This design comes from an exercise in tuning for small area on the open sky130 flow, not from production work.
RTL that was checked went through simulation tests only; none was proved equivalent to the original.
Only the layout flow was run in run 2; the RTL was not checked for function there.
Power is estimated from default activity; no workload was simulated.

===== design.v =====
module uart_rx (
    input            clk,
    input            rst_n,
    input      [2:0] baud_set,
    input            din,
    output     [7:0] rx_dout,
    output reg       rx_vld
);
  reg [12:0] rx_bps;
  reg [12:0] rx_half;
  always @(*) begin
    case (baud_set)
      3'd1: begin rx_bps = 13'd867;  rx_half = 13'd434;  end
      3'd2: begin rx_bps = 13'd1301; rx_half = 13'd651;  end
      3'd3: begin rx_bps = 13'd2603; rx_half = 13'd1302; end
      3'd4: begin rx_bps = 13'd5207; rx_half = 13'd2604; end
      default: begin rx_bps = 13'd433; rx_half = 13'd217; end
    endcase
  end
  reg [12:0] cnt_bps;
  reg [3:0]  cnt_bit;
  reg [8:0]  rx_data_r;
  reg        din_r0, din_r1, din_r2;
  reg        rx_flag;
  wire end_cnt_bps = rx_flag && cnt_bps == rx_bps;
  wire end_cnt_bit = end_cnt_bps && (cnt_bit == 4'd9 || rx_data_r[0]);
  wire nedge = ~din_r1 & din_r2;
  always @(posedge clk or negedge rst_n) begin
    if (!rst_n) begin
      cnt_bps <= 13'd0;
    end else if (rx_flag) begin
      if (end_cnt_bps) cnt_bps <= 13'd0;
      else cnt_bps <= cnt_bps + 13'd1;
    end
  end
  always @(posedge clk or negedge rst_n) begin
    if (!rst_n) begin
      din_r0 <= 1'b1;
      din_r1 <= 1'b1;
      din_r2 <= 1'b1;
    end else begin
      din_r0 <= din;
      din_r1 <= din_r0;
      din_r2 <= din_r1;
    end
  end
  always @(posedge clk or negedge rst_n) begin
    if (!rst_n) rx_flag <= 1'b0;
    else if (nedge && !rx_flag) rx_flag <= 1'b1;
    else if (end_cnt_bit) rx_flag <= 1'b0;
  end
  always @(posedge clk or negedge rst_n) begin
    if (!rst_n) cnt_bit <= 4'd0;
    else if (end_cnt_bps) begin
      if (end_cnt_bit) cnt_bit <= 4'd0;
      else cnt_bit <= cnt_bit + 4'd1;
    end
  end
  always @(posedge clk or negedge rst_n) begin
    if (!rst_n) rx_data_r <= 9'd0;
    else if (rx_flag && cnt_bps == rx_half && cnt_bit != 4'd9)
      rx_data_r[cnt_bit] <= din_r1;
  end
  assign rx_dout = rx_data_r[8:1];
  always @(posedge clk or negedge rst_n) begin
    if (!rst_n) rx_vld <= 1'b0;
    else rx_vld <= end_cnt_bit;
  end
endmodule
module fifo (
    input  wire       aclr_n,
    input  wire       clock,
    input  wire [7:0] data,
    input  wire       rdreq,
    input  wire       wrreq,
    output wire       empty,
    output wire       full,
    output wire [7:0] q,
    output wire       q_load,
    output wire [7:0] usedw
);
  reg [2047:0] ring;
  reg [7:0]    ph;
  reg [7:0]    rd_ptr;
  reg [7:0]    wr_ptr;
  reg [8:0]    usedw_reg;
  reg          wr_pend;
  reg          rd_pend;
  wire read_en  = rdreq && !empty;
  wire write_en = wrreq && !full;
  assign empty = (usedw_reg == 9'd0);
  assign full  = usedw_reg[8];
  assign usedw = usedw_reg[7:0];
  wire commit = wr_pend && (ph == wr_ptr);
  assign q_load = rd_pend && (ph == rd_ptr);
  assign q = ring[2047:2040];
  always @(posedge clock) begin
    ring <= {ring[7:0], commit ? data : ring[2047:2040], ring[2039:8]};
  end
  always @(posedge clock or negedge aclr_n) begin
    if (!aclr_n) begin
      ph        <= 8'd0;
      rd_ptr    <= 8'd0;
      wr_ptr    <= 8'd0;
      usedw_reg <= 9'd0;
      wr_pend   <= 1'b0;
      rd_pend   <= 1'b0;
    end else begin
      ph <= ph + 8'd1;
      if (write_en) begin
        wr_ptr  <= wr_ptr + 8'd1;
        wr_pend <= 1'b1;
      end else if (commit) begin
        wr_pend <= 1'b0;
      end
      if (read_en) begin
        rd_ptr  <= rd_ptr + 8'd1;
        rd_pend <= 1'b1;
      end else if (q_load) begin
        rd_pend <= 1'b0;
      end
      case ({write_en, read_en})
        2'b10: usedw_reg <= usedw_reg + 9'd1;
        2'b01: usedw_reg <= usedw_reg - 9'd1;
        default: ;
      endcase
    end
  end
endmodule
module control (
    input        clk,
    input        rst_n,
    input  [7:0] rx_din,
    input        rx_vld,
    input        busy,
    output [7:0] tx_din,
    output       tx_load,
    output reg   tx_vld
);
  wire       empty, full;
  wire [7:0] usedw;
  reg        rd_flag;
  wire       rdreq = rd_flag && !empty && !busy;
  always @(posedge clk or negedge rst_n) begin
    if (!rst_n) rd_flag <= 1'b0;
    else if (usedw >= 8'd8) rd_flag <= 1'b1;
    else if (empty) rd_flag <= 1'b0;
  end
  always @(posedge clk or negedge rst_n) begin
    if (!rst_n) tx_vld <= 1'b0;
    else tx_vld <= rdreq;
  end
  fifo fifo_inst (
      .aclr_n(rst_n),
      .clock(clk),
      .data(rx_din),
      .rdreq(rdreq),
      .wrreq(rx_vld && !full),
      .empty(empty),
      .full(full),
      .q(tx_din),
      .q_load(tx_load),
      .usedw(usedw)
  );
endmodule
module uart_tx (
    input            clk,
    input            rst_n,
    input      [2:0] baud_set,
    input      [7:0] tx_din,
    input            tx_load,
    input            tx_vld,
    output reg       tx_dout,
    output           busy
);
  reg [12:0] tx_bps;
  always @(*) begin
    case (baud_set)
      3'd1: tx_bps = 13'd867;
      3'd2: tx_bps = 13'd1301;
      3'd3: tx_bps = 13'd2603;
      3'd4: tx_bps = 13'd5207;
      default: tx_bps = 13'd433;
    endcase
  end
  reg [12:0] cnt_bps;
  reg [3:0]  cnt_bit;
  reg        tx_flag;
  reg [7:0]  tx_data_r;
  wire end_cnt_bps = tx_flag && cnt_bps == tx_bps;
  wire end_cnt_bit = end_cnt_bps && cnt_bit == 4'd9;
  always @(posedge clk or negedge rst_n) begin
    if (!rst_n) cnt_bps <= 13'd0;
    else if (tx_flag) begin
      if (end_cnt_bps) cnt_bps <= 13'd0;
      else cnt_bps <= cnt_bps + 13'd1;
    end
  end
  always @(posedge clk or negedge rst_n) begin
    if (!rst_n) cnt_bit <= 4'd0;
    else if (end_cnt_bps) begin
      if (end_cnt_bit) cnt_bit <= 4'd0;
      else cnt_bit <= cnt_bit + 4'd1;
    end
  end
  always @(posedge clk or negedge rst_n) begin
    if (!rst_n) tx_flag <= 1'b0;
    else if (tx_vld) tx_flag <= 1'b1;
    else if (end_cnt_bit) tx_flag <= 1'b0;
  end
  always @(posedge clk) begin
    if (tx_load) tx_data_r <= tx_din;
  end
  reg bit_val;
  always @(*) begin
    case (cnt_bit)
      4'd0: bit_val = 1'b0;
      4'd1: bit_val = tx_data_r[0];
      4'd2: bit_val = tx_data_r[1];
      4'd3: bit_val = tx_data_r[2];
      4'd4: bit_val = tx_data_r[3];
      4'd5: bit_val = tx_data_r[4];
      4'd6: bit_val = tx_data_r[5];
      4'd7: bit_val = tx_data_r[6];
      4'd8: bit_val = tx_data_r[7];
      default: bit_val = 1'b1;
    endcase
  end
  always @(posedge clk or negedge rst_n) begin
    if (!rst_n) tx_dout <= 1'b1;
    else if (tx_flag && cnt_bps == 13'd1) tx_dout <= bit_val;
  end
  assign busy = tx_vld | tx_flag;
endmodule
module de1_soc_uart_top (
    input  wire        CLOCK_50,
    input  wire        reset_n,
    input  wire        serial_rx,
    output wire        serial_tx,
    input  wire [2:0]  baud_select,
    output wire        tx_busy_led
);
  wire [7:0] rx_byte;
  wire       rx_byte_valid;
  wire [7:0] tx_byte;
  wire       tx_byte_load;
  wire       tx_byte_valid;
  wire       tx_busy;
  wire       tx_start_bit;
  uart_rx uart_rx_inst (
      .clk(CLOCK_50),
      .rst_n(reset_n),
      .baud_set(baud_select),
      .din(serial_rx),
      .rx_dout(rx_byte),
      .rx_vld(rx_byte_valid)
  );
  control control_inst (
      .clk(CLOCK_50),
      .rst_n(reset_n),
      .rx_din(rx_byte),
      .rx_vld(rx_byte_valid),
      .busy(tx_busy),
      .tx_din(tx_byte),
      .tx_load(tx_byte_load),
      .tx_vld(tx_byte_valid)
  );
  uart_tx uart_tx_inst (
      .clk(CLOCK_50),
      .rst_n(reset_n),
      .baud_set(baud_select),
      .tx_din(tx_byte),
      .tx_load(tx_byte_load),
      .tx_vld(tx_byte_valid),
      .tx_dout(serial_tx),
      .busy(tx_busy)
  );
  assign tx_busy_led = tx_busy;
endmodule

===== run.sh =====
#!/bin/bash
# synth_recipe.tcl (not shown) runs the flow's synth.tcl, then flattens the netlist and writes it again
# the make line also repeats each setting of config.mk as NAME=value (left out here)
make -C /OpenROAD-flow-scripts/flow DESIGN_CONFIG=/design/flow/config.mk WORK_HOME=/design/flow/orfs CLKGATE_MAP_FILE= SYNTH_SCRIPT=/design/flow/synth_recipe.tcl finish

===== config.mk =====
export PLATFORM = sky130hd
export DESIGN_NAME = de1_soc_uart_top
export DESIGN_NICKNAME = de1_soc_uart_top
export VERILOG_FILES = /design/flow/design.v
export SDC_FILE = /design/flow/constraint.sdc
export NUM_CORES = 4
export LEC_CHECK = 0
export CAP_MARGIN = 20
export CELL_PAD_IN_SITES_DETAIL_PLACEMENT = 1
export CELL_PAD_IN_SITES_GLOBAL_PLACEMENT = 2
export CORE_MARGIN = 2
export CORE_UTILIZATION = 30
export PLACE_DENSITY = 0.55
export SLEW_MARGIN = 20

===== constraint.sdc =====
create_clock -name core_clock -period 20.0 [get_ports {CLOCK_50}]
set_input_delay 4.0000 -clock core_clock [delete_from_list [all_inputs] [get_ports {CLOCK_50}]]
set_output_delay 4.0000 -clock core_clock [all_outputs]
set_load 0.01 [all_outputs]

==> results of run 1 <==
-- stage by stage --
| stage | hold WS, ns | util | cells | worst slack [ns] |
|---|---|---|---|---|
| after CTS | 0.2891 | 0.3634 | 5036 | 13.11 |
| after global routing | 0.3067 | 0.3634 | 5037 | 12.94 |
| after floorplan | 0.3096 | - | 2646 | 14.26 |
| after detailed placement | 0.3132 | 0.3186 | 4664 | 12.20 |
| final | 0.2975 | 0.3634 | 5037 | 13.17 |
| after global placement | 0.3106 | 0.3186 | 4664 | 12.25 |
-- metal layers --
layer / wire, um / global-route usage
met5: 0 / 0
met4: 2168 / 0.03915
met3: 3177 / 0.02824
met2: 26320 / 0.1197
met1: 30290 / 0.1076
-- logic make-up after synthesis --
logic type               share of synthesized area
AO/OA/AOI/OAI                              0.01502
XOR/XNOR                                   0.01425
adder cells (fa/ha/maj)                   0.006855
buffers and inverters                     0.005275
flip-flops                                  0.9293
multiplexers                              0.004740
AND/OR/NAND/NOR                            0.02453
-- cells in the mapped netlist, types with 3 or more instances --
library cell	count
nor3_1	14
nand3_1	29
a31oi_1	3
dfxtp_1	2048
buf_2	11
xnor2_1	29
mux2i_1	3
nor2b_1	10
nor4b_1	3
clkbuf_1	19
o31ai_1	5
o211ai_1	9
nand4b_1	5
o2111ai_1	4
o41ai_1	3
ha_1	24
o21ai_0	27
mux2_2	17
a22oi_1	3
and3_1	10
inv_1	21
dfstp_2	4
a21o_1	3
nor2_1	58
xor2_1	47
dfrtp_1	83
a21oi_1	18
o21bai_1	3
buf_6	3
nand3b_1	4
or2_2	3
o31a_1	3
nand4_1	16
o22ai_1	4
nor4_1	7
nand2_1	43
and4_1	3
edfxtp_1	8
-- area by class of cell --
type | count | area share
well taps | 2044 | 0.04558
clock buffers | 287 | 0.1025
flip-flops and latches | 2143 | 0.7739
repair buffers | 9 | 0.001383
clock inverters | 85 | 0.02081
inverters | 21 | 0.001405
multi-input cells | 448 | 0.05446
-- layout by cell type, fill, tap and decap left out, types with 28 or more instances in the layout --
cell type  netlist  final
dfxtp_1       2048   2048
clkbuf_16        0    207
dfrtp_1         83     83
nor2_1          58     58
clkbuf_1        19     53
xor2_1          47     47
nand2_1         43     43
xnor2_1         29     29
nand3_1         29     29
clkinv_2         0     28
-- how the worst min path moves through the flow --
stage / slack (ns) / end / depth (start not counted)
6_report: 0.30 / control_inst.fifo_inst.ring[141] / 0
5_1_grt: 0.31 / control_inst.fifo_inst.ring[117] / 0
3_3_place_gp: 0.31 / control_inst.fifo_inst.ring[2043] / 0
3_5_place_dp: 0.31 / control_inst.fifo_inst.ring[1612] / 0
2_1_floorplan: 0.31 / control_inst.fifo_inst.ring[0] / 0
4_1_cts: 0.29 / control_inst.fifo_inst.ring[117] / 0
-- critical path, delay by kind of cell --
kind            cells  cell delay [ns]
simple gates        4             1.81
buf+inv             1             1.03
mux                 1             0.40
compound gates      1             0.23
-- report_power, final --
| group | internal (W) | switching, W |
|---|---|---|
| clock network | 0.00229 | 0.00157 |
| registers | 0.00427 | 0.00000335 |
| logic | 0.00000740 | 0.0000156 |
==> out/metrics.csv, run 1 <==
metric,value,unit
status,finished clean,
place.gp.congestion,0.6966,
worst-r2r-setup-slack,16.04,ns
routed_via_density,3.592,
wirelength,61960,um
fmax,146.4,MHz
cts_tree,yes,
regMostFlops,control_inst.fifo_inst.ring,
power_leakage,22.46,nW
fin_setup_tns,0,ns
max_cap_violations,0,
overflow,0,
numCtsBuffers,202,
criticalPathCategory,primary input to flop,
die_y,398.6,um
cts_max_level,4,
hp-start,control_inst.fifo_inst.ring[149],
cp-startpoint,baud_select[0],
vias,18090,
synth_warnings,4,
maxSlewViolCount,0,
worst_r2r_endpoint,control_inst.fifo_inst.usedw_reg[8],
hold_path.class,flop to flop,
startpoint_type,primary input,
required,20.66,ns
clkSinkCount,2143,
synth_area_leaders,"dfxtp_1 (88%), dfrtp_1 (4.4%), xor2_1 (0.88%), ha_1 (0.64%), xnor2_1 (0.54%)",
syn_area,46720,um2
largest_reg_flops,2048,
reg2reg_depth,11,
syn_nets,2677,
portBuffers,7,
die-width,398.6,um
drc,0,
fin_area,56110,um2
final-hold-violation-count,0,
cts_hold_buffers,0,
setup_viol,0,
grt_pass1_wl,105500,um
initial_utilization,0.3026,
post_drt_wl_per_cell,12.30,um
post-route-period-util,0.3416,
grt_usage,0.08173,
reg2reg_from,control_inst.fifo_inst.usedw_reg[7],
yosysTopAreaCellShare,0.8775,
p_per_area,145.3,nW/um2
synth-edff-count,8,
num_io_pins,8,
cp-end-kind,flop,
grt_max_degree,52,
crit_path_end,uart_rx_inst.cnt_bit[0],
max_stage_delay,1.03,ns
tightest_slew,1.014,ns
synth_ff_type,dfxtp_1,
postPlaceCellArea,49190,um2
grt_pass1_vias,19880,
clock_path_buffers,3,
drive_gt1_frac,0.1179,
async_reset_ff_frac,0.04060,
irDropWorstVdd,0.07081,mV
rsz0062_at_grt,false,
dr.pass1.iters,4,
worstPathArrival,7.49,ns
antenna_found_initial,0,
synth_top_area_cell,dfxtp_1,
area_growth,20.09,%
synthCells,2646,
multiInputGateArea,3055,um2
finClkSkew,0.03804,ns
slowest_stage,clkdlybuf4s50_1,
dieArea,158900,um2
finalPower,0.008154,W
synth-seq-cells,2143,
slew_headroom,0.3219,
dp_hpwl,30980,um
seqCellArea,43420,um2
reg_top3,"control_inst.fifo_inst.ring: 2048 flops, uart_rx_inst.cnt_bps: 13 flops, uart_tx_inst.cnt_bps: 13 flops",
drt-initial-drc-count,518,
insertion_delay,0.79,ns
rows,144,
cts.reportedPaths.clkPinSlew,0.06,ns
crit_chain,"clkdlybuf4s50_1, nor2b_1, nor2_1, nor4b_1, o21ba_2, and3b_1, mux2_2",
synth_cell_types,67,
avgSynthCellArea,17.66,um2
critPathMaxFanout,24,
postRouteAntennaNets,0,
core,154400,um2
finalNetCount,2856,
cts_root_buffer,clkbuf_16,
period_needed,6.832,ns
synth_seq_area_share,0.9293,
cts_setup_buffers,0,
ctsResizeCount,0,
antenna_cells,0,
n_fill_cell,15210,
==> run 2, diff against run 1 <==
--- a/design.v
+++ b/design.v
@@ -5,23 +5,27 @@
     input            din,
-    output     [7:0] rx_dout,
+    output reg [7:0] rx_dout,
     output reg       rx_vld
 );
-  reg [12:0] rx_bps;
-  reg [12:0] rx_half;
+  reg [3:0] seg_end;
+  reg [3:0] seg_mid;
+  reg       odd;
   always @(*) begin
     case (baud_set)
-      3'd1: begin rx_bps = 13'd867;  rx_half = 13'd434;  end
-      3'd2: begin rx_bps = 13'd1301; rx_half = 13'd651;  end
-      3'd3: begin rx_bps = 13'd2603; rx_half = 13'd1302; end
-      3'd4: begin rx_bps = 13'd5207; rx_half = 13'd2604; end
-      default: begin rx_bps = 13'd433; rx_half = 13'd217; end
+      3'd1: begin seg_end = 4'd1;  seg_mid = 4'd1; odd = 1'b0; end
+      3'd2: begin seg_end = 4'd2;  seg_mid = 4'd1; odd = 1'b1; end
+      3'd3: begin seg_end = 4'd5;  seg_mid = 4'd3; odd = 1'b0; end
+      3'd4: begin seg_end = 4'd11; seg_mid = 4'd6; odd = 1'b0; end
+      default: begin seg_end = 4'd0; seg_mid = 4'd0; odd = 1'b1; end
     endcase
   end
-  reg [12:0] cnt_bps;
-  reg [3:0]  cnt_bit;
-  reg [8:0]  rx_data_r;
-  reg        din_r0, din_r1, din_r2;
-  reg        rx_flag;
-  wire end_cnt_bps = rx_flag && cnt_bps == rx_bps;
-  wire end_cnt_bit = end_cnt_bps && (cnt_bit == 4'd9 || rx_data_r[0]);
+  reg [8:0] sub;
+  reg [3:0] seg;
+  reg [3:0] cnt_bit;
+  reg       bit0;
+  reg       din_r0, din_r1, din_r2;
+  reg       rx_flag;
+  wire sub_end = sub == 9'd433;
+  wire end_cnt_bps = rx_flag && sub_end && seg == seg_end;
+  wire end_cnt_bit = end_cnt_bps && (cnt_bit == 4'd9 || bit0);
+  wire mid = rx_flag && seg == seg_mid && sub == (odd ? 9'd217 : 9'd0);
   wire nedge = ~din_r1 & din_r2;
@@ -29,6 +33,11 @@
     if (!rst_n) begin
-      cnt_bps <= 13'd0;
+      sub <= 9'd0;
+      seg <= 4'd0;
     end else if (rx_flag) begin
-      if (end_cnt_bps) cnt_bps <= 13'd0;
-      else cnt_bps <= cnt_bps + 13'd1;
+      if (sub_end) begin
+        sub <= 9'd0;
+        seg <= end_cnt_bps ? 4'd0 : seg + 4'd1;
+      end else begin
+        sub <= sub + 9'd1;
+      end
     end
@@ -58,8 +67,10 @@
   end
-  always @(posedge clk or negedge rst_n) begin
-    if (!rst_n) rx_data_r <= 9'd0;
-    else if (rx_flag && cnt_bps == rx_half && cnt_bit != 4'd9)
-      rx_data_r[cnt_bit] <= din_r1;
-  end
-  assign rx_dout = rx_data_r[8:1];
+  always @(posedge clk) begin
+    if (mid && cnt_bit == 4'd0) bit0 <= din_r1;
+  end
+  always @(posedge clk or negedge rst_n) begin
+    if (!rst_n) rx_dout <= 8'd0;
+    else if (mid && cnt_bit != 4'd0 && cnt_bit != 4'd9)
+      rx_dout <= {din_r1, rx_dout[7:1]};
+  end
   always @(posedge clk or negedge rst_n) begin
@@ -85,10 +96,10 @@
   reg [7:0]    wr_ptr;
-  reg [8:0]    usedw_reg;
+  reg          full_r;
   reg          wr_pend;
   reg          rd_pend;
+  assign usedw = wr_ptr - rd_ptr;
+  assign full  = full_r;
+  assign empty = (wr_ptr == rd_ptr) && !full_r;
   wire read_en  = rdreq && !empty;
-  wire write_en = wrreq && !full;
-  assign empty = (usedw_reg == 9'd0);
-  assign full  = usedw_reg[8];
-  assign usedw = usedw_reg[7:0];
+  wire write_en = wrreq && !full_r;
   wire commit = wr_pend && (ph == wr_ptr);
@@ -101,8 +112,8 @@
     if (!aclr_n) begin
-      ph        <= 8'd0;
-      rd_ptr    <= 8'd0;
-      wr_ptr    <= 8'd0;
-      usedw_reg <= 9'd0;
-      wr_pend   <= 1'b0;
-      rd_pend   <= 1'b0;
+      ph      <= 8'd0;
+      rd_ptr  <= 8'd0;
+      wr_ptr  <= 8'd0;
+      full_r  <= 1'b0;
+      wr_pend <= 1'b0;
+      rd_pend <= 1'b0;
     end else begin
@@ -121,7 +132,4 @@
       end
-      case ({write_en, read_en})
-        2'b10: usedw_reg <= usedw_reg + 9'd1;
-        2'b01: usedw_reg <= usedw_reg - 9'd1;
-        default: ;
-      endcase
+      if (read_en) full_r <= 1'b0;
+      else if (write_en && usedw == 8'd255) full_r <= 1'b1;
     end
@@ -175,23 +183,31 @@
 );
-  reg [12:0] tx_bps;
+  reg [3:0] seg_end;
   always @(*) begin
     case (baud_set)
-      3'd1: tx_bps = 13'd867;
-      3'd2: tx_bps = 13'd1301;
-      3'd3: tx_bps = 13'd2603;
-      3'd4: tx_bps = 13'd5207;
-      default: tx_bps = 13'd433;
+      3'd1: seg_end = 4'd1;
+      3'd2: seg_end = 4'd2;
+      3'd3: seg_end = 4'd5;
+      3'd4: seg_end = 4'd11;
+      default: seg_end = 4'd0;
     endcase
   end
-  reg [12:0] cnt_bps;
-  reg [3:0]  cnt_bit;
-  reg        tx_flag;
-  reg [7:0]  tx_data_r;
-  wire end_cnt_bps = tx_flag && cnt_bps == tx_bps;
+  reg [8:0] sub;
+  reg [3:0] seg;
+  reg [3:0] cnt_bit;
+  reg       tx_flag;
+  reg [7:0] tx_data_r;
+  wire sub_end = sub == 9'd433;
+  wire end_cnt_bps = tx_flag && sub_end && seg == seg_end;
   wire end_cnt_bit = end_cnt_bps && cnt_bit == 4'd9;
   always @(posedge clk or negedge rst_n) begin
-    if (!rst_n) cnt_bps <= 13'd0;
-    else if (tx_flag) begin
-      if (end_cnt_bps) cnt_bps <= 13'd0;
-      else cnt_bps <= cnt_bps + 13'd1;
+    if (!rst_n) begin
+      sub <= 9'd0;
+      seg <= 4'd0;
+    end else if (tx_flag) begin
+      if (sub_end) begin
+        sub <= 9'd0;
+        seg <= end_cnt_bps ? 4'd0 : seg + 4'd1;
+      end else begin
+        sub <= sub + 9'd1;
+      end
     end
@@ -230,3 +246,3 @@
     if (!rst_n) tx_dout <= 1'b1;
-    else if (tx_flag && cnt_bps == 13'd1) tx_dout <= bit_val;
+    else if (tx_flag && seg == 4'd0 && sub == 9'd1) tx_dout <= bit_val;
   end
==> flow/run.sh (new file) <==
#!/bin/bash
# Standard layout, with clock tree synthesis using small leaf clusters of
# clkbuf_8 and no dummy loads.
set -euo pipefail
export CTS_ARGS="-sink_clustering_enable -repair_clock_nets -dont_use_dummy_load -buf_list sky130_fd_sc_hd__clkbuf_8 -sink_clustering_size 16 -sink_clustering_max_diameter 40"
bash standard.sh > standard.log 2>&1
==> standard.sh (new file) <==
#!/bin/bash
# synth_recipe.tcl (not shown) runs the flow's synth.tcl, then flattens the netlist and writes it again
# the make line also repeats each setting of config.mk as NAME=value (left out here)
make -C /OpenROAD-flow-scripts/flow DESIGN_CONFIG=/design/flow/config.mk WORK_HOME=/design/flow/orfs CLKGATE_MAP_FILE= SYNTH_SCRIPT=/design/flow/synth_recipe.tcl "${@:-finish}"
--- a/config.mk
+++ b/config.mk
@@ -8,7 +8,7 @@
 export CAP_MARGIN = 20
-export CELL_PAD_IN_SITES_DETAIL_PLACEMENT = 1
-export CELL_PAD_IN_SITES_GLOBAL_PLACEMENT = 2
+export CELL_PAD_IN_SITES_DETAIL_PLACEMENT = 0
+export CELL_PAD_IN_SITES_GLOBAL_PLACEMENT = 1
 export CORE_MARGIN = 2
-export CORE_UTILIZATION = 30
-export PLACE_DENSITY = 0.55
+export CORE_UTILIZATION = 65
+export PLACE_DENSITY = 0.75
 export SLEW_MARGIN = 20
removed: run.sh
==> run 2 against run 1 <==
Setup slack improved by 0.60 ns. Global-route usage rose by 5.4 points. Wire length fell by 24%. Final cell count is 28% lower. Count of clock-buffer cells in the layout is 124 lower. Area after synthesis down 1.8%. Hold slack worse by 0.038 ns. Clock skew up 0.049 ns. Final area down 12%. Highest routed layer unchanged.
==> out/metrics.csv, run 2 <==
metric,value,unit,change
status,finished clean,,unchanged
place.gp.congestion,0.7785,,was 0.6966
dieArea,72710,um2,was 158900 um2
reg2reg_from,uart_rx_inst.sub[0],,was control_inst.fifo_inst.usedw_reg[7]
regMostFlops,control_inst.fifo_inst.ring,,unchanged
hold_path.class,flop to flop,,unchanged
grt_pass1_wl,81080,um,was 105500 um
async_reset_ff_frac,0.03653,,was 0.04060
final_common_cell,dfxtp_1,,unchanged
hp-start,control_inst.fifo_inst.ring[1995],,was control_inst.fifo_inst.ring[149]
finalPower,0.006127,W,was 0.008154 W
reg2reg_depth,6,,was 11
synth_seq_area_share,0.9423,,was 0.9293
fmax,160.4,MHz,was 146.4 MHz
core,69910,um2,was 154400 um2
comb_power_share,0.002,,was 0.003
power_leakage,19.86,nW,was 22.46 nW
cts_root_buffer,clkbuf_8,,was clkbuf_16
synth-seq-cells,2135,,was 2143
postRouteAntennaNets,0,,unchanged
synth-edff-count,9,,was 8
placed_cells,3455,,was 4664
rsz0062_at_grt,false,,unchanged
die_y,269.7,um,was 398.6 um
clkSinkCount,2135,,was 2143
hold_path_depth,0,,unchanged
syn_area,45870,um2,was 46720 um2
worst_r2r_endpoint,uart_rx_inst.rx_dout[5],,was control_inst.fifo_inst.usedw_reg[8]
cts_tree,yes,,unchanged
die-width,269.7,um,was 398.6 um
synth_area_leaders,"dfxtp_1 (89%), dfrtp_1 (4.0%), ha_1 (0.68%), xnor2_1 (0.59%), edfxtp_1 (0.59%)",,"was dfxtp_1 (88%), dfrtp_1 (4.4%), xor2_1 (0.88%), ha_1 (0.64%), xnor2_1 (0.54%)"
p_per_area,124.3,nW/um2,was 145.3 nW/um2
irDropWorstVdd,0.1091,mV,was 0.07081 mV
synth_cell_types,61,,was 67
clkPwrFrac,0.304,,was 0.473
p_int,0.004985,W,was 0.006570 W
worstPathArrival,6.82,ns,was 7.49 ns
critPathMaxFanout,11,,was 24
maxSlewViolCount,0,,unchanged
finalNetCount,2712,,was 2856
antenna_found_initial,1,,was 0
slew_headroom,0.5113,,was 0.3219
dr.pass1.iters,4,,unchanged
finClkSkew,0.08698,ns,was 0.03804 ns
insertion_delay,0.77,ns,was 0.79 ns
synthCells,2523,,was 2646
numCtsBuffers,163,,was 202
startpoint_type,primary input,,unchanged
area_growth,7.457,%,was 20.09%
criticalPathCategory,primary input to flop,,unchanged
drive_gt1_frac,0.07506,,was 0.1179
postPlaceCellArea,47040,um2,was 49190 um2
grt_max_degree,79,,was 52
synth_ff_type,dfxtp_1,,unchanged
avgSynthCellArea,18.18,um2,was 17.66 um2
max_cap_violations,0,,unchanged
pwr-share-seq,0.694,,was 0.525
switchingPower,0.001142,W,was 0.001584 W
grt_usage,0.1356,,was 0.08173
cts.reportedPaths.clkPinSlew,0.09,ns,was 0.06 ns
synth_warnings,4,,unchanged
routed_via_density,4.366,,was 3.592
tightest_slew,0.7303,ns,was 1.014 ns
drt-initial-drc-count,572,,was 518
rows,97,,was 144
largest_reg_flops,2048,,unchanged
fin_area,49290,um2,was 56110 um2
yosysTopAreaCellShare,0.8938,,was 0.8775
initial_utilization,0.6562,,was 0.3026
worst-r2r-setup-slack,17.33,ns,was 16.04 ns
final-hold-violation-count,0,,unchanged
required,20.58,ns,was 20.66 ns
yosys-top-cells-count,"dfxtp_1 (2048), dfrtp_1 (74), nor2_1 (42)",,"was dfxtp_1 (2048), dfrtp_1 (83), nor2_1 (58)"
instances_no_fill,3619,,was 5037
portBuffers,7,,unchanged
period_needed,6.235,ns,was 6.832 ns
grt_pass1_vias,16510,,was 19880
wirelength,46930,um,was 61960 um
synth.most_common_cell,dfxtp_1,,unchanged
dp_hpwl,23060,um,was 30980 um
whs_endpoint,control_inst.fifo_inst.ring[1987],,was control_inst.fifo_inst.ring[141]
reg_top3,"control_inst.fifo_inst.ring: 2048 flops, uart_rx_inst.sub: 9 flops, uart_tx_inst.sub: 9 flops",,"was control_inst.fifo_inst.ring: 2048 flops, uart_rx_inst.cnt_bps: 13 flops, uart_tx_inst.cnt_bps: 13 flops"
vias,15800,,was 18090
cts_max_level,4,,unchanged
synth_top_area_cell,dfxtp_1,,unchanged
drc,0,,unchanged
final_cell_mix,"dfxtp_1 (2048), clkbuf_8 (163), dfrtp_1 (74)",,"was dfxtp_1 (2048), clkbuf_16 (207), dfrtp_1 (83)"
clock_path_buffers,3,,unchanged
ctsResizeCount,0,,unchanged
overflow,0,,unchanged
fin_setup_tns,0,ns,unchanged
num_io_pins,8,,unchanged
p_sw_frac,0.1864,,was 0.1943
post-route-period-util,0.3117,,was 0.3416
syn_nets,2555,,was 2677
cts_setup_buffers,0,,unchanged
cp-end-kind,flop,,unchanged
setup_viol,0,,unchanged
cts_hold_buffers,0,,unchanged
post_drt_wl_per_cell,12.97,um,was 12.30 um
run 2: worst max-delay path, cell delays in order:
cell and delay [ns]:
clkdlybuf4s50_1 0.66, nor3b_2 0.37, or2_2 0.17, a31oi_1 0.08, a2111oi_0 0.53, nor2b_1 0.61
mux2_2 0.40
run 2: cell type report:
cell class	instances	area [um2]
diodes	1	2.502
clock buffers	163	2243
fillers	4467	20610
inverters	26	97.59
multi-input cells	345	2462
flip-flops and latches	2135	43230
well taps	940	1176
repair buffers	9	83.83
run 2: cell families (layout without fill, tap and decap cells):
logic type               count (synthesis)  after routing  share of synthesized area
buffers and inverters                   43            198                   0.003982
AO/OA/AOI/OAI                           72             72                    0.01053
multiplexers                            21             21                   0.005128
AND/OR/NAND/NOR                        165            165                    0.01912
adder cells (fa/ha/maj)                 26             26                   0.007255
XOR/XNOR                                61             61                    0.01165
other                                    0              1                          0
flip-flops                            2135           2135                     0.9423
run 2: worst max path at each step:
stage / endpoint / start / slack (ns) / depth (start not counted)
floorplan: uart_rx_inst.rx_dout[0] / baud_select[1] / 14.17 / 8
global placement: uart_rx_inst.rx_dout[0] / baud_select[2] / 13.00 / 7
detailed placement: uart_rx_inst.rx_dout[3] / baud_select[2] / 12.96 / 7
CTS: uart_rx_inst.rx_dout[5] / baud_select[2] / 13.75 / 7
global route: uart_rx_inst.rx_dout[5] / baud_select[2] / 13.43 / 7
finish: uart_rx_inst.rx_dout[5] / baud_select[2] / 13.77 / 7
run 2: metrics by stage:
stage	util	hold WS [ns]	setup WS, ns
floorplan	-	0.3096	14.17
global placement	0.6729	0.3110	13.00
detailed placement	0.6729	0.3121	12.96
CTS	0.7050	0.2714	13.75
global route	0.7051	0.2654	13.43
finish	0.7051	0.2596	13.77
run 2: routing by layer:
metal / up-vias / wire, um / track usage
li1: 8142 / - / -
met1: 7341 / 25730 / 0.2068
met2: 193 / 17820 / 0.1793
met3: 123 / 2000 / 0.04052
met4: 0 / 1376 / 0.05980
met5: - / 0 / 0
run 2: power groups by stage:
stage / logic [W] / clock network, W / registers (W)
after detailed placement: 0.00000975 / 0 / 0.00435
after global routing: 0.0000111 / 0.00210 / 0.00426
after CTS: 0.00000985 / 0.00194 / 0.00425
after global placement: 0.00000947 / 0 / 0.00435
final: 0.00000956 / 0.00186 / 0.00425
after floorplan: 0.00000517 / 0 / 0.00435
==> run 3, diff against run 2 <==
--- a/design.v
+++ b/design.v
@@ -31,14 +31,9 @@
   wire nedge = ~din_r1 & din_r2;
-  always @(posedge clk or negedge rst_n) begin
-    if (!rst_n) begin
-      sub <= 9'd0;
-      seg <= 4'd0;
-    end else if (rx_flag) begin
-      if (sub_end) begin
-        sub <= 9'd0;
-        seg <= end_cnt_bps ? 4'd0 : seg + 4'd1;
-      end else begin
-        sub <= sub + 9'd1;
-      end
-    end
+  always @(posedge clk) begin
+    if (!rx_flag || sub_end) sub <= 9'd0;
+    else sub <= sub + 9'd1;
+  end
+  always @(posedge clk) begin
+    if (!rx_flag || end_cnt_bps) seg <= 4'd0;
+    else if (sub_end) seg <= seg + 4'd1;
   end
@@ -60,8 +55,5 @@
   end
-  always @(posedge clk or negedge rst_n) begin
-    if (!rst_n) cnt_bit <= 4'd0;
-    else if (end_cnt_bps) begin
-      if (end_cnt_bit) cnt_bit <= 4'd0;
-      else cnt_bit <= cnt_bit + 4'd1;
-    end
+  always @(posedge clk) begin
+    if (!rx_flag || end_cnt_bit) cnt_bit <= 4'd0;
+    else if (end_cnt_bps) cnt_bit <= cnt_bit + 4'd1;
   end
@@ -93,5 +85,4 @@
   reg [2047:0] ring;
-  reg [7:0]    ph;
-  reg [7:0]    rd_ptr;
-  reg [7:0]    wr_ptr;
+  reg [7:0]    rd_rel;
+  reg [7:0]    wr_rel;
   reg          full_r;
@@ -99,9 +90,9 @@
   reg          rd_pend;
-  assign usedw = wr_ptr - rd_ptr;
+  assign usedw = wr_rel - rd_rel;
   assign full  = full_r;
-  assign empty = (wr_ptr == rd_ptr) && !full_r;
+  assign empty = (usedw == 8'd0) && !full_r;
   wire read_en  = rdreq && !empty;
   wire write_en = wrreq && !full_r;
-  wire commit = wr_pend && (ph == wr_ptr);
-  assign q_load = rd_pend && (ph == rd_ptr);
+  wire commit = wr_pend && (wr_rel == 8'd0);
+  assign q_load = rd_pend && (rd_rel == 8'd0);
   assign q = ring[2047:2040];
@@ -112,5 +103,4 @@
     if (!aclr_n) begin
-      ph      <= 8'd0;
-      rd_ptr  <= 8'd0;
-      wr_ptr  <= 8'd0;
+      rd_rel  <= 8'd0;
+      wr_rel  <= 8'd0;
       full_r  <= 1'b0;
@@ -119,14 +109,11 @@
     end else begin
-      ph <= ph + 8'd1;
-      if (write_en) begin
-        wr_ptr  <= wr_ptr + 8'd1;
-        wr_pend <= 1'b1;
-      end else if (commit) begin
-        wr_pend <= 1'b0;
+      if (write_en) wr_pend <= 1'b1;
+      else begin
+        wr_rel <= wr_rel - 8'd1;
+        if (commit) wr_pend <= 1'b0;
       end
-      if (read_en) begin
-        rd_ptr  <= rd_ptr + 8'd1;
-        rd_pend <= 1'b1;
-      end else if (q_load) begin
-        rd_pend <= 1'b0;
+      if (read_en) rd_pend <= 1'b1;
+      else begin
+        rd_rel <= rd_rel - 8'd1;
+        if (q_load) rd_pend <= 1'b0;
       end
@@ -201,21 +188,13 @@
   wire end_cnt_bit = end_cnt_bps && cnt_bit == 4'd9;
-  always @(posedge clk or negedge rst_n) begin
-    if (!rst_n) begin
-      sub <= 9'd0;
-      seg <= 4'd0;
-    end else if (tx_flag) begin
-      if (sub_end) begin
-        sub <= 9'd0;
-        seg <= end_cnt_bps ? 4'd0 : seg + 4'd1;
-      end else begin
-        sub <= sub + 9'd1;
-      end
-    end
-  end
-  always @(posedge clk or negedge rst_n) begin
-    if (!rst_n) cnt_bit <= 4'd0;
-    else if (end_cnt_bps) begin
-      if (end_cnt_bit) cnt_bit <= 4'd0;
-      else cnt_bit <= cnt_bit + 4'd1;
-    end
+  always @(posedge clk) begin
+    if (!tx_flag || sub_end) sub <= 9'd0;
+    else sub <= sub + 9'd1;
+  end
+  always @(posedge clk) begin
+    if (!tx_flag || end_cnt_bps) seg <= 4'd0;
+    else if (sub_end) seg <= seg + 4'd1;
+  end
+  always @(posedge clk) begin
+    if (!tx_flag || end_cnt_bit) cnt_bit <= 4'd0;
+    else if (end_cnt_bps) cnt_bit <= cnt_bit + 4'd1;
   end
==> flow/run.sh (replaced) <==
#!/bin/bash
# The standard layout (standard.sh), with clock tree synthesis told to
# build leaf clusters of at most 18 sinks driven by clkbuf_8 and to insert
# no dummy loads: the ~2100 flip-flops otherwise get a clkbuf_16 per ~12
# sinks plus dummy loads. The full output goes to standard.log; ORFS's own
# per-step logs are under orfs/logs.
set -euo pipefail
export CTS_ARGS="-sink_clustering_enable -repair_clock_nets -dont_use_dummy_load -buf_list sky130_fd_sc_hd__clkbuf_8 -sink_clustering_size 18 -sink_clustering_max_diameter 50"
bash standard.sh > standard.log 2>&1
--- a/config.mk
+++ b/config.mk
@@ -7,2 +7,3 @@
 export LEC_CHECK = 0
+export ABC_AREA = 1
 export CAP_MARGIN = 20
==> run 3 against run 2 <==
Sequential share of layout area is 0.17 points higher. Power is 2.1% lower. Count of clock-buffer cells in the layout is 21 lower. Fmax is 3.8% lower. Non-clock buffer count stayed put. Critical path type is now flop to primary output.
==> out/metrics.csv, run 3 <==
metric,value,unit,change
dr.pass1.iters,6,,was 4
p_per_area,123.0,nW/um2,was 124.3 nW/um2
avgSynthCellArea,17.31,um2,was 18.18 um2
p_int,0.004878,W,was 0.004985 W
n_fill_cell,4379,,was 4467
core,69790,um2,was 69910 um2
initial_utilization,0.6532,,was 0.6562
finClkSkew,0.07295,ns,was 0.08698 ns
finalNetCount,2814,,was 2712
routed_via_density,4.333,,was 4.366
grt_pass1_wl,81540,um,was 81080 um
cp-startpoint,uart_tx_inst.tx_flag,,was baud_select[2]
cts_hold_buffers,0,,unchanged
synth-edff-count,9,,unchanged
reg2reg_from,control_inst.fifo_inst.wr_rel[0],,was uart_rx_inst.sub[0]
switchingPower,0.001119,W,was 0.001142 W
reg_top3,"control_inst.fifo_inst.ring: 2048 flops, uart_rx_inst.sub: 9 flops, uart_tx_inst.sub: 9 flops",,unchanged
worstPathArrival,2.48,ns,was 6.82 ns
postRouteAntennaNets,0,,unchanged
slowest_stage,nor2_1,,was clkdlybuf4s50_1
synth_warnings,4,,unchanged
period_needed,6.482,ns,was 6.235 ns
required,16.00,ns,was 20.58 ns
fin_area,48780,um2,was 49290 um2
area_growth,7.008,%,was 7.457%
synth_area_leaders,"dfxtp_1 (91%), dfrtp_1 (1.8%), nand2_1 (1.3%), ha_1 (0.66%), inv_1 (0.61%)",,"was dfxtp_1 (89%), dfrtp_1 (4.0%), ha_1 (0.68%), xnor2_1 (0.59%), edfxtp_1 (0.59%)"
irDropWorstVdd,0.09882,mV,was 0.1091 mV
rsz0062_at_grt,false,,unchanged
cp-end-kind,primary output,,was flop
cts_setup_buffers,0,,unchanged
dp_hpwl,25000,um,was 23060 um
clock_path_buffers,3,,unchanged
yosysTopAreaCellShare,0.9144,,was 0.8938
crit_chain,"nor2_1, inv_1, clkdlybuf4s50_1",,"was clkdlybuf4s50_1, nor3b_2, or2_2, a31oi_1, a2111oi_0, nor2b_1, mux2_2"
status,finished clean,,unchanged
hp-start,control_inst.fifo_inst.ring[1867],,was control_inst.fifo_inst.ring[1995]
synth_seq_area_share,0.9402,,was 0.9423
largest_reg_flops,2048,,unchanged
max_stage_delay,0.69,ns,was 0.66 ns
synth_ff_type,dfxtp_1,,unchanged
cts_root_buffer,clkbuf_8,,unchanged
ctsResizeCount,0,,unchanged
post-route-period-util,0.3241,,was 0.3117
hold_path.class,flop to flop,,unchanged
startpoint_type,flop,,was primary input
synth.most_common_cell,dfxtp_1,,unchanged
antenna_found_initial,3,,was 1
slew_headroom,0.4405,,was 0.5113
synth_top_area_cell,dfxtp_1,,unchanged
insertion_delay,0.74,ns,was 0.77 ns
p_sw_frac,0.1866,,was 0.1864
critPathMaxFanout,10,,was 11
overflow,0,,unchanged
drc,0,,unchanged
setup_viol,0,,unchanged
grt_max_degree,37,,was 79
syn_nets,2665,,was 2555
async_reset_ff_frac,0.01693,,was 0.03653
fmax,154.3,MHz,was 160.4 MHz
synthCells,2634,,was 2523
syn_area,45580,um2,was 45870 um2
num_io_pins,8,,unchanged
drive_gt1_frac,0.06796,,was 0.07506
die-width,268.8,um,was 269.7 um
fin_setup_tns,0,ns,unchanged
grt_pass1_vias,16420,,was 16510
final_cell_mix,"dfxtp_1 (2082), nand2_1 (154), clkbuf_8 (142)",,"was dfxtp_1 (2048), clkbuf_8 (163), dfrtp_1 (74)"
final_common_cell,dfxtp_1,,unchanged
comb_power_share,0.002,,about the same
maxSlewViolCount,0,,unchanged
vias,16130,,was 15800
cts.reportedPaths.clkPinSlew,0.10,ns,was 0.09 ns
regMostFlops,control_inst.fifo_inst.ring,,unchanged
portBuffers,7,,unchanged
final-hold-violation-count,0,,unchanged
post_drt_wl_per_cell,13.03,um,was 12.97 um
power_leakage,19.78,nW,was 19.86 nW
place.gp.congestion,0.7470,,was 0.7785
rows,97,,unchanged
grt_usage,0.1416,,was 0.1356
die_y,268.8,um,was 269.7 um
synth_cell_types,46,,was 61
tightest_slew,0.8362,ns,was 0.7303 ns
numCtsBuffers,142,,was 163
dieArea,72260,um2,was 72710 um2
criticalPathCategory,flop to primary output,,was primary input to flop
postPlaceCellArea,46820,um2,was 47040 um2
drt-initial-drc-count,638,,was 572
yosys-top-cells-count,"dfxtp_1 (2082), nand2_1 (154), inv_1 (74)",,"was dfxtp_1 (2048), dfrtp_1 (74), nor2_1 (42)"
synth-seq-cells,2127,,was 2135
cts_max_level,4,,unchanged
cts_tree,yes,,unchanged
max_cap_violations,0,,unchanged
clkPwrFrac,0.292,,was 0.304
pwr-share-seq,0.706,,was 0.694
wirelength,48500,um,was 46930 um
clkSinkCount,2127,,was 2135
==> run 3: cell families after synthesis <==
group	Yosys count	share of synthesized area
compound gates	44	0.005462
xor+xnor	28	0.005545
fa+ha+maj	25	0.007027
buf+inv	90	0.007603
flops	2127	0.9402
simple gates	320	0.03420
==> run 3: path summary, 6_finish.rpt <==
check	slack, ns	cells after the start	endpoint
worst max-delay path	13.52	3	tx_busy_led
worst min-delay path	0.29	0	control_inst.fifo_inst.ring[1859]
worst max register to register	17.53	14	control_inst.fifo_inst.rd_pend
worst min register to register	0.29	0	control_inst.fifo_inst.ring[1859]
max in group asynchronous	15.85	2	uart_rx_inst.din_r0
min in group asynchronous	3.71	2	control_inst.fifo_inst.wr_rel[2]
==> run 3: cell type report <==
type | instances | area (um2) | share of cell area
Sequential cell | 2127 | 42860 | 0.8786
Clock buffer | 142 | 1954 | 0.04007
Timing Repair Buffer | 9 | 85.08 | 0.001744
Inverter | 86 | 322.8 | 0.006618
Multi-Input combinational cell | 417 | 2381 | 0.04881
Antenna cell | 1 | 2.502 | 0.00005130
Tap cell | 940 | 1176 | 0.02411
==> run 3: per-stage QoR <==
stage	hold slack (ns)	cells	total power [W]	util	worst slack [ns]
final	0.2935	3722	0.005998	0.6990	13.52
after global routing	0.2955	3722	0.006223	0.6990	13.28
after CTS	0.2912	3721	0.006077	0.6989	13.35
after detailed placement	0.3121	3579	0.004344	0.6709	14.06
after global placement	0.3099	3579	0.004344	0.6709	14.10
after floorplan	0.3096	2634	0.004340	-	14.77
==> run 3: power by group through the flow <==
| stage | combinational [W] | sequential (W) | clock (W) |
|---|---|---|---|
| after floorplan | 0.00000535 | 0.00433 | 0 |
| after global placement | 0.00000917 | 0.00433 | 0 |
| after detailed placement | 0.00000944 | 0.00433 | 0 |
| after CTS | 0.00000945 | 0.00424 | 0.00183 |
| after global routing | 0.0000102 | 0.00424 | 0.00197 |
| final | 0.00000919 | 0.00424 | 0.00175 |
==> run 3: worst max-delay path, delay by kind of cell, from the launching register on <==
family                 cells  cell delay, ns
buffers and inverters      2            0.63
flip-flops                 1            0.47
AND/OR/NAND/NOR            1            0.69
==> run 3: per-layer routing <==
metal  vias up  part of all wire  GRT usage  wire length [um]
met1      7448              0.55     0.2164             26590
met4         0             0.030    0.06622              1477
li1       8366                 -          -                 -
met2       186              0.39     0.1912             18710
met3       128             0.036    0.03333              1726
met5         -                 0          0                 0
==> run 4, diff against run 3 <==
--- a/config.mk
+++ b/config.mk
@@ -7,3 +7,2 @@
 export LEC_CHECK = 0
-export ABC_AREA = 1
 export CAP_MARGIN = 20
==> run 4 against run 3 <==
Non-clock buffer count is 1 higher. Still clean. Sequential power hardly changed. Die area is 0.96% lower. Core utilization is 0.38 points higher. Via count is 5.0% lower. Count of clock-buffer cells in the layout is 2 lower. Register-to-register slack worse by 0.78 ns. Synthesized cell count is 6.6% lower. Critical endpoint is now uart_rx_inst.rx_dout[4].
==> out/metrics.csv, run 4 <==
metric,value,unit,change
status,finished clean,,unchanged
die_y,267.5,um,was 268.8 um
comb_power_share,0.001,,was 0.002
critPathBufInv,1,,was 2
cts_setup_buffers,0,,unchanged
final-hold-violation-count,0,,unchanged
worstPathArrival,6.58,ns,was 2.48 ns
pwr-share-seq,0.707,,was 0.706
cp-end-kind,flop,,was primary output
cts.reportedPaths.clkPinSlew,0.10,ns,about the same
async_reset_ff_frac,0.01693,,unchanged
post_drt_wl_per_cell,12.90,um,was 13.03 um
rsz0062_at_grt,false,,unchanged
reg_top3,"control_inst.fifo_inst.ring: 2048 flops, uart_rx_inst.sub: 9 flops, uart_tx_inst.sub: 9 flops",,unchanged
dp_hpwl,22390,um,was 25000 um
n_fill_cell,4397,,was 4379
synthCells,2459,,was 2634
grt_pass1_wl,77510,um,was 81540 um
cts_tree,yes,,unchanged
fin_area,48290,um2,was 48780 um2
rows,96,,was 97
vias,15320,,was 16130
syn_area,45140,um2,was 45580 um2
cts_root_buffer,clkbuf_8,,unchanged
grt_usage,0.1339,,was 0.1416
required,20.59,ns,was 16.00 ns
synth_area_leaders,"dfxtp_1 (92%), dfrtp_1 (1.8%), ha_1 (0.67%), edfxtp_1 (0.60%), xnor2_1 (0.54%)",,"was dfxtp_1 (91%), dfrtp_1 (1.8%), nand2_1 (1.3%), ha_1 (0.66%), inv_1 (0.61%)"
irDropWorstVdd,0.08336,mV,was 0.09882 mV
power_leakage,19.26,nW,was 19.78 nW
slowest_stage,clkdlybuf4s50_1,,was nor2_1
numCtsBuffers,140,,was 142
synth.most_common_cell,dfxtp_1,,unchanged
fmax,166.9,MHz,was 154.3 MHz
post-route-period-util,0.2996,,was 0.3241
postPlaceCellArea,46360,um2,was 46820 um2
synth_seq_area_share,0.9494,,was 0.9402
place.gp.congestion,0.7264,,was 0.7470
cp_top_family,simple AND/OR/NAND/NOR gates,,unchanged
regMostFlops,control_inst.fifo_inst.ring,,unchanged
drt-initial-drc-count,610,,was 638
core,68710,um2,was 69790 um2
clkPwrFrac,0.291,,was 0.292
p_per_area,124.0,nW/um2,was 123.0 nW/um2
final_common_cell,dfxtp_1,,unchanged
period_needed,5.992,ns,was 6.482 ns
ctsResizeCount,0,,unchanged
portBuffers,7,,unchanged
cts_hold_buffers,0,,unchanged
dr.pass1.iters,4,,was 6
hold_path.class,flop to flop,,unchanged
routed_via_density,4.337,,was 4.333
die-width,267.5,um,was 268.8 um
largest_reg_flops,2048,,unchanged
num_io_pins,8,,unchanged
initial_utilization,0.6570,,was 0.6532
startpoint_type,primary input,,was flop
grt_max_degree,37,,unchanged
synth-edff-count,9,,unchanged
synth_ff_type,dfxtp_1,,unchanged
cts_max_level,4,,unchanged
syn_nets,2490,,was 2665
setup_viol,0,,unchanged
finClkSkew,0.08071,ns,was 0.07295 ns
clkSinkCount,2127,,unchanged
slew_headroom,0.5425,,was 0.4405
p_int,0.004870,W,was 0.004878 W
final_cell_mix,"dfxtp_1 (2082), clkbuf_8 (140), nor2_1 (55)",,"was dfxtp_1 (2082), nand2_1 (154), clkbuf_8 (142)"
grt_pass1_vias,15730,,was 16420
critPathMaxFanout,10,,unchanged
insertion_delay,0.78,ns,was 0.74 ns
crit_chain,"clkdlybuf4s50_1, nor3b_1, a31oi_1, nor4_4, mux2_2",,"was nor2_1, inv_1, clkdlybuf4s50_1"
antenna_found_initial,1,,was 3
switchingPower,0.001118,W,was 0.001119 W
maxSlewViolCount,0,,unchanged
synth_top_area_cell,dfxtp_1,,unchanged
yosysTopAreaCellShare,0.9233,,was 0.9144
postRouteAntennaNets,0,,unchanged
avgSynthCellArea,18.36,um2,was 17.31 um2
wirelength,45560,um,was 48500 um
synth-seq-cells,2127,,unchanged
yosys-top-cells-count,"dfxtp_1 (2082), nor2_1 (55), dfrtp_1 (32)",,"was dfxtp_1 (2082), nand2_1 (154), inv_1 (74)"
drc,0,,unchanged
area_growth,6.968,%,was 7.008%
tightest_slew,0.6848,ns,was 0.8362 ns
p_sw_frac,0.1867,,was 0.1866
finalNetCount,2633,,was 2814
max_stage_delay,0.69,ns,about the same
synth_cell_types,55,,was 46
drive_gt1_frac,0.06577,,was 0.06796
synth_warnings,4,,unchanged
fin_setup_tns,0,ns,unchanged
clock_path_buffers,3,,unchanged
dieArea,71570,um2,was 72260 um2
max_cap_violations,0,,unchanged
overflow,0,,unchanged
criticalPathCategory,primary input to flop,,was flop to primary output
run 4: cell count changes after synthesis, moves of 8 or more:
cell      delta
nand2_1    -131
inv_1       -47
nand4_1     -23
xnor2_1     +22
nand3_1     -21
mux2_2      +18
inv_2       -11
nor2_1      +11
nor3_1      -11
a21oi_1     -10
nand2b_1     +8
run 4: final timing paths:
path                            cells past startpoint                           endpoint                         startpoint  slack, ns
worst max register to register                     11   control_inst.fifo_inst.rd_rel[6]   control_inst.fifo_inst.wr_rel[0]      16.75
max in group asynchronous                           2                uart_rx_inst.din_r0                            reset_n      15.89
worst max-delay path                                5            uart_rx_inst.rx_dout[4]                     baud_select[2]      14.01
min in group asynchronous                           2   control_inst.fifo_inst.wr_rel[6]                            reset_n       3.68
worst min-delay path                                0  control_inst.fifo_inst.ring[1905]  control_inst.fifo_inst.ring[1913]       0.27
worst min register to register                      0  control_inst.fifo_inst.ring[1905]  control_inst.fifo_inst.ring[1913]       0.27
run 4: metrics by stage:
| step | power (W) | hold WS, ns | std cells | util | worst slack [ns] |
|---|---|---|---|---|---|
| after floorplan | 0.004338 | 0.3096 | 2459 | - | 14.04 |
| after global placement | 0.004341 | 0.3100 | 3391 | 0.6747 | 13.39 |
| after detailed placement | 0.004341 | 0.3121 | 3391 | 0.6747 | 13.32 |
| after CTS | 0.006061 | 0.2717 | 3531 | 0.7028 | 13.96 |
| after global routing | 0.006213 | 0.2628 | 3532 | 0.7028 | 13.94 |
| final | 0.005987 | 0.2701 | 3532 | 0.7028 | 14.01 |
run 4: layout make-up:
| class | instances | area [um2] | share of cell area |
|---|---|---|---|
| sequential | 2127 | 42860 | 0.8875 |
| multi-input combinational | 296 | 2142 | 0.04436 |
| clock buffer | 140 | 1927 | 0.03990 |
| tap | 931 | 1165 | 0.02412 |
| inverter | 27 | 101.3 | 0.002099 |
| timing repair buffer | 10 | 92.59 | 0.001917 |
| antenna | 1 | 2.502 | 0.00005182 |
run 4: per-layer routing:
metal  vias to the layer above  track usage  share of wire
met4                         0      0.05828          0.026
met1                      7173       0.2040           0.55
met3                       104      0.03715          0.041
li1                       7859            -              -
met5                         -            0              0
met2                       181       0.1793           0.38
run 4: kinds of logic after synthesis:
family	share of synthesized area
xor gates and xnor gates	0.01048
buffers and inverters	0.003160
adders and majority gates	0.007096
DFF	0.9494
and+or+nand+nor	0.01710
AOI/OAI and AO/OA	0.006459
muxes	0.006320
run 4: power groups by stage:
stage	combinational, W	sequential [W]	clock [W]
after floorplan	0.00000329	0.00433	0
after detailed placement	0.00000644	0.00433	0
after global routing	0.00000715	0.00424	0.00197
after CTS	0.00000650	0.00424	0.00182
after global placement	0.00000622	0.00433	0
final	0.00000636	0.00424	0.00175
==> run 5, diff against run 4 <==
--- a/flow/run.sh
+++ b/flow/run.sh
@@ -7,3 +7,3 @@
 set -euo pipefail
-export CTS_ARGS="-sink_clustering_enable -repair_clock_nets -dont_use_dummy_load -buf_list sky130_fd_sc_hd__clkbuf_8 -sink_clustering_size 18 -sink_clustering_max_diameter 50"
+export CTS_ARGS="-sink_clustering_enable -repair_clock_nets -dont_use_dummy_load -buf_list sky130_fd_sc_hd__clkbuf_8 -sink_clustering_size 22 -sink_clustering_max_diameter 40"
 bash standard.sh > standard.log 2>&1
==> run 5 against run 4 <==
Clock power is essentially flat. Sequential share of layout area decreased by 0.16 points. Sequential power barely moved. Global-route usage about the same. Highest routed layer unchanged. Still clean. Critical endpoint is now tx_busy_led. Via count increased by 0.18%. Final cell count up 0.20%. Flip-flop and latch count unchanged.
==> out/metrics.csv, run 5 <==
metric,value,unit,change
period_needed,5.961,ns,was 5.992 ns
dp_hpwl,22390,um,unchanged
clkSinkCount,2127,,unchanged
final_common_cell,dfxtp_1,,unchanged
met2_length,17360,um,was 17500 um
clock_path_buffers,3,,unchanged
die_y,267.5,um,unchanged
synth.most_common_cell,dfxtp_1,,unchanged
critPathBufInv,1,,unchanged
slew_headroom,0.5527,,was 0.5425
synth_cell_types,55,,unchanged
vias,15350,,was 15320
required,16.00,ns,was 20.59 ns
yosys.area_share.simple,0.01710,,unchanged
synth_ff_type,dfxtp_1,,unchanged
cp-end-kind,primary output,,was flop
portBuffers,7,,unchanged
ctsResizeCount,0,,unchanged
regMostFlops,control_inst.fifo_inst.ring,,unchanged
die-width,267.5,um,unchanged
setup_viol,0,,unchanged
fin_setup_tns,0,ns,unchanged
instances_no_fill,3539,,was 3532
syn_nets,2490,,unchanged
insertion_delay,0.75,ns,was 0.78 ns
antenna_found_initial,2,,was 1
reg_top3,"control_inst.fifo_inst.ring: 2048 flops, uart_rx_inst.sub: 9 flops, uart_tx_inst.sub: 9 flops",,unchanged
area_growth,7.157,%,was 6.968%
cp_top_family,buffers and inverters,,was simple AND/OR/NAND/NOR gates
synth-edff-count,9,,unchanged
hold_path_depth,0,,unchanged
synth_top_area_cell,dfxtp_1,,unchanged
rsz0062_at_grt,false,,unchanged
path_depth,2,,was 5
cts_hold_buffers,0,,unchanged
criticalPathCategory,flop to primary output,,was primary input to flop
drt-initial-drc-count,615,,was 610
synth_seq_area_share,0.9494,,unchanged
grt_pass1_vias,15590,,was 15730
worstPathArrival,1.96,ns,was 6.58 ns
numCtsBuffers,146,,was 140
largest_reg_flops,2048,,unchanged
crit_chain,"or2_2, clkdlybuf4s50_1",,"was clkdlybuf4s50_1, nor3b_1, a31oi_1, nor4_4, mux2_2"
drive_gt1_frac,0.06792,,was 0.06577
wirelength,45450,um,was 45560 um
synthCells,2459,,unchanged
max_cap_violations,0,,unchanged
max_stage_delay,0.48,ns,was 0.69 ns
num_io_pins,8,,unchanged
muxShareOfSynthArea,0.006320,,unchanged
met3RoutedLength,1919,um,was 1864 um
cts_root_buffer,clkbuf_8,,unchanged
yosys-top-cells-count,"dfxtp_1 (2082), nor2_1 (55), dfrtp_1 (32)",,unchanged
async_reset_ff_frac,0.01693,,unchanged
dieArea,71570,um2,unchanged
routed_via_density,4.336,,was 4.337
dr.pass1.iters,6,,was 4
finClkSkew,0.06939,ns,was 0.08071 ns
synthXorXnorAreaFrac,0.01048,,unchanged
irDropWorstVdd,0.09644,mV,was 0.08336 mV
post_drt_wl_per_cell,12.84,um,was 12.90 um
final-hold-violation-count,0,,unchanged
startpoint_type,flop,,was primary input
highest-signal-layer,met4,,unchanged
post-route-period-util,0.2980,,was 0.2996
placed_cells,3391,,unchanged
avgSynthCellArea,18.36,um2,unchanged
tightest_slew,0.6617,ns,was 0.6848 ns
core,68710,um2,unchanged
synth-seq-cells,2127,,unchanged
grt_pass1_wl,77180,um,was 77510 um
power_leakage,19.30,nW,was 19.26 nW
wl_met1,24820,um,was 24980 um
postRouteAntennaNets,0,,unchanged
synth_warnings,4,,unchanged
cts_max_level,4,,unchanged
hold_path.class,flop to flop,,unchanged
n_fill_cell,4402,,was 4397
place.gp.congestion,0.7264,,unchanged
cts_setup_buffers,0,,unchanged
fmax,167.8,MHz,was 166.9 MHz
reg2reg_depth,11,,unchanged
finalNetCount,2639,,was 2633
grt_usage,0.1338,,was 0.1339
yosysTopAreaCellShare,0.9233,,unchanged
slowest_stage,clkdlybuf4s50_1,,unchanged
synth_area_leaders,"dfxtp_1 (92%), dfrtp_1 (1.8%), ha_1 (0.67%), edfxtp_1 (0.60%), xnor2_1 (0.54%)",,unchanged
grt_max_degree,37,,unchanged
cts_tree,yes,,unchanged
status,finished clean,,unchanged
drc,0,,unchanged
cts.reportedPaths.clkPinSlew,0.11,ns,was 0.10 ns
synth-compound-area-share,0.006458,,unchanged
p_per_area,124.3,nW/um2,was 124.0 nW/um2
final_cell_mix,"dfxtp_1 (2082), clkbuf_8 (146), nor2_1 (55)",,"was dfxtp_1 (2082), clkbuf_8 (140), nor2_1 (55)"
synth_fa_ha_area_frac,0.007096,,unchanged
maxSlewViolCount,0,,unchanged
critPathMaxFanout,6,,was 10
rows,96,,unchanged
initial_utilization,0.6570,,unchanged
syn_area,45140,um2,unchanged
overflow,0,,unchanged
synth_top_family_by_area,simple AND/OR/NAND/NOR gates,,unchanged
## run 5: layout make-up
type	count	area (um2)	share of cell area
timing repair buffer	10	92.59	0.001914
multi-input combinational	296	2142	0.04428
tap	931	1165	0.02408
antenna	2	5.005	0.0001035
clock buffer	146	2009	0.04154
sequential	2127	42860	0.8860
inverter	27	101.3	0.002095
## run 5: path summary, 6_finish.rpt
check | start | endpoint | slack (ns)
worst max-delay path | uart_tx_inst.tx_flag | tx_busy_led | 14.04
min in group asynchronous | reset_n | control_inst.fifo_inst.wr_rel[5] | 3.70
worst max register to register | control_inst.fifo_inst.wr_rel[0] | control_inst.fifo_inst.rd_rel[6] | 16.68
max in group asynchronous | reset_n | uart_rx_inst.din_r2 | 15.88
worst min-delay path | control_inst.fifo_inst.ring[1913] | control_inst.fifo_inst.ring[1905] | 0.26
worst min register to register | control_inst.fifo_inst.ring[1913] | control_inst.fifo_inst.ring[1905] | 0.26
## run 5: logic make-up (layout without fill, tap and decap cells)
group / count (synthesis) / after routing
AO/OA/AOI/OAI: 43 / 43
XOR/XNOR: 54 / 54
adder cells (fa/ha/maj): 25 / 25
buffers and inverters: 36 / 183
flip-flops: 2127 / 2127
multiplexers: 25 / 25
other: 0 / 2
AND/OR/NAND/NOR: 149 / 149
## run 5: routing by layer
layer / vias up / global-route usage
met5: - / 0
met4: 0 / 0.06206
met3: 119 / 0.03733
met2: 195 / 0.1772
met1: 7151 / 0.2038
li1: 7880 / -
## run 5: through the flow
step | setup slack, ns | area (um2) | util | power [W] | hold slack (ns)
6_report | 14.04 | 48370 | 0.7040 | 0.006014 | 0.2591
5_1_grt | 13.92 | 48370 | 0.7040 | 0.006242 | 0.2536
4_1_cts | 13.95 | 48370 | 0.7040 | 0.006086 | 0.2595
3_5_place_dp | 13.32 | 46360 | 0.6747 | 0.004341 | 0.3121
3_3_place_gp | 13.39 | 46360 | 0.6747 | 0.004341 | 0.3100
2_1_floorplan | 14.04 | 45140 | - | 0.004338 | 0.3096
## run 5: power by group
| part | switching, W | internal, W | leakage (nW) |
|---|---|---|---|
| logic | 0.00000377 | 0.00000257 | 1.00 |
| clock network | 0.00111 | 0.000656 | 1.05 |
| registers | 0.000000200 | 0.00424 | 17.2 |
==> run 6, diff against run 5 <==
--- a/flow/run.sh
+++ b/flow/run.sh
@@ -7,3 +7,3 @@
 set -euo pipefail
-export CTS_ARGS="-sink_clustering_enable -repair_clock_nets -dont_use_dummy_load -buf_list sky130_fd_sc_hd__clkbuf_8 -sink_clustering_size 22 -sink_clustering_max_diameter 40"
+export CTS_ARGS="-sink_clustering_enable -repair_clock_nets -dont_use_dummy_load -buf_list sky130_fd_sc_hd__clkbuf_8 -sink_clustering_size 20 -sink_clustering_max_diameter 45"
 bash standard.sh > standard.log 2>&1
==> run 6 against run 5 <==
Still clean. Final cell count down 0.25%. Critical path depth up 3. Via count down 0.29%. Flip-flop and latch count unchanged. Power down 0.69%. Synthesized cell count unchanged. Sequential share of layout area up 0.21 points. Critical path type is now primary input to flop. Critical endpoint is now uart_rx_inst.rx_dout[4]. Largest power group unchanged.
==> out/metrics.csv, run 6 <==
metric,value,unit,change
status,finished clean,,unchanged
insertion_delay,0.77,ns,was 0.75 ns
synth_cell_types,55,,unchanged
portBuffers,7,,unchanged
comb_power_share,0.001,,about the same
die-width,267.5,um,unchanged
dr.pass1.iters,4,,was 6
cts_tree,yes,,unchanged
core,68710,um2,unchanged
avgSynthCellArea,18.36,um2,unchanged
criticalPathCategory,primary input to flop,,was flop to primary output
cts_hold_buffers,0,,unchanged
syn_area,45140,um2,unchanged
cts_root_buffer,clkbuf_8,,unchanged
ctsResizeCount,0,,unchanged
hold_path.class,flop to flop,,unchanged
yosys-top-cells-count,"dfxtp_1 (2082), nor2_1 (55), dfrtp_1 (32)",,unchanged
tightest_slew,0.6917,ns,was 0.6617 ns
dp_hpwl,22390,um,unchanged
synth-seq-cells,2127,,unchanged
finalNetCount,2631,,was 2639
grt_usage,0.1345,,was 0.1338
pwr-share-seq,0.709,,was 0.704
synth_top_area_cell,dfxtp_1,,unchanged
area_growth,6.907,%,was 7.157%
dieArea,71570,um2,unchanged
finalPower,0.005973,W,was 0.006014 W
slew_headroom,0.5379,,was 0.5527
required,20.59,ns,was 16.00 ns
max_cap_violations,0,,unchanged
startpoint_type,primary input,,was flop
finClkSkew,0.07098,ns,was 0.06939 ns
worstPathArrival,6.58,ns,was 1.96 ns
max_stage_delay,0.69,ns,was 0.48 ns
fmax,166.9,MHz,was 167.8 MHz
final_cell_mix,"dfxtp_1 (2082), clkbuf_8 (138), nor2_1 (55)",,"was dfxtp_1 (2082), clkbuf_8 (146), nor2_1 (55)"
initial_utilization,0.6570,,unchanged
synthCells,2459,,unchanged
synth_ff_type,dfxtp_1,,unchanged
vias,15300,,was 15350
final-hold-violation-count,0,,unchanged
cts_setup_buffers,0,,unchanged
wirelength,45520,um,was 45450 um
syn_nets,2490,,unchanged
crit_chain,"clkdlybuf4s50_1, nor3b_1, a31oi_1, nor4_4, mux2_2",,"was or2_2, clkdlybuf4s50_1"
grt_pass1_wl,77550,um,was 77180 um
overflow,0,,unchanged
largest_reg_flops,2048,,unchanged
num_io_pins,8,,unchanged
run 6: cell counts after synthesis:
Identical to the previous run, type by type.
run 6: path summary, 6_finish.rpt:
kind | start | end | slack, ns | depth (start not counted)
max in group asynchronous | reset_n | uart_rx_inst.din_r0 | 15.88 | 2
min in group asynchronous | reset_n | control_inst.fifo_inst.wr_rel[7] | 3.70 | 2
setup / recovery | baud_select[2] | uart_rx_inst.rx_dout[4] | 14.01 | 5
setup reg to reg | control_inst.fifo_inst.wr_rel[0] | control_inst.fifo_inst.rd_rel[6] | 16.68 | 11
hold reg to reg | control_inst.fifo_inst.ring[1913] | control_inst.fifo_inst.ring[1905] | 0.25 | 0
hold / removal | control_inst.fifo_inst.ring[1913] | control_inst.fifo_inst.ring[1905] | 0.25 | 0
run 6: cells by family (layout without fill, tap and decap cells):
| group | Yosys count | after routing | synth area share |
|---|---|---|---|
| flops | 2127 | 2127 | 0.9494 |
| simple gates | 149 | 149 | 0.01710 |
| xor+xnor | 54 | 54 | 0.01048 |
| compound gates | 43 | 43 | 0.006459 |
| buf+inv | 36 | 175 | 0.003160 |
| fa+ha+maj | 25 | 25 | 0.007096 |
| mux | 25 | 25 | 0.006320 |
| other cells | 0 | 1 | 0 |
run 6: cell type report:
class	instances	area [um2]	share of cell area
multi-input cells	296	2142	0.04439
diodes	1	2.502	0.00005185
inverters	27	101.3	0.002100
flip-flops and latches	2127	42860	0.8880
clock buffers	138	1899	0.03936
well taps	931	1165	0.02414
repair buffers	10	92.59	0.001919
run 6: metrics by stage:
stage	instance area (um2)	hold WS [ns]	worst slack, ns
after detailed placement	46360	0.3121	13.32
final	48260	0.2534	14.01
after global routing	48260	0.2339	13.90
after global placement	46360	0.3100	13.39
after floorplan	45140	0.3096	14.04
after CTS	48260	0.2424	13.92
run 6: power by group through the flow:
stage | Combinational (W) | Clock, W | Sequential, W
6_report | 0.00000640 | 0.00173 | 0.00424
5_1_grt | 0.00000715 | 0.00196 | 0.00424
4_1_cts | 0.00000650 | 0.00181 | 0.00424
3_5_place_dp | 0.00000644 | 0 | 0.00433
3_3_place_gp | 0.00000622 | 0 | 0.00433
2_1_floorplan | 0.00000329 | 0 | 0.00433
run 6: layer usage:
metal | GRT usage | part of all wire | vias up
met5 | 0 | 0 | -
li1 | - | - | 7860
met2 | 0.1785 | 0.39 | 184
met3 | 0.03650 | 0.041 | 117
met1 | 0.2052 | 0.54 | 7140
met4 | 0.06236 | 0.029 | 0

Re-timed with assumed drivers on the ports (clkbuf_16 on the clock, buf_2 on other inputs), run 6 has 13.958 ns of setup slack against 14.007 ns with ideal ports, and 13.242 ns once port delays also move by the mid clock arrival of 0.793 ns.
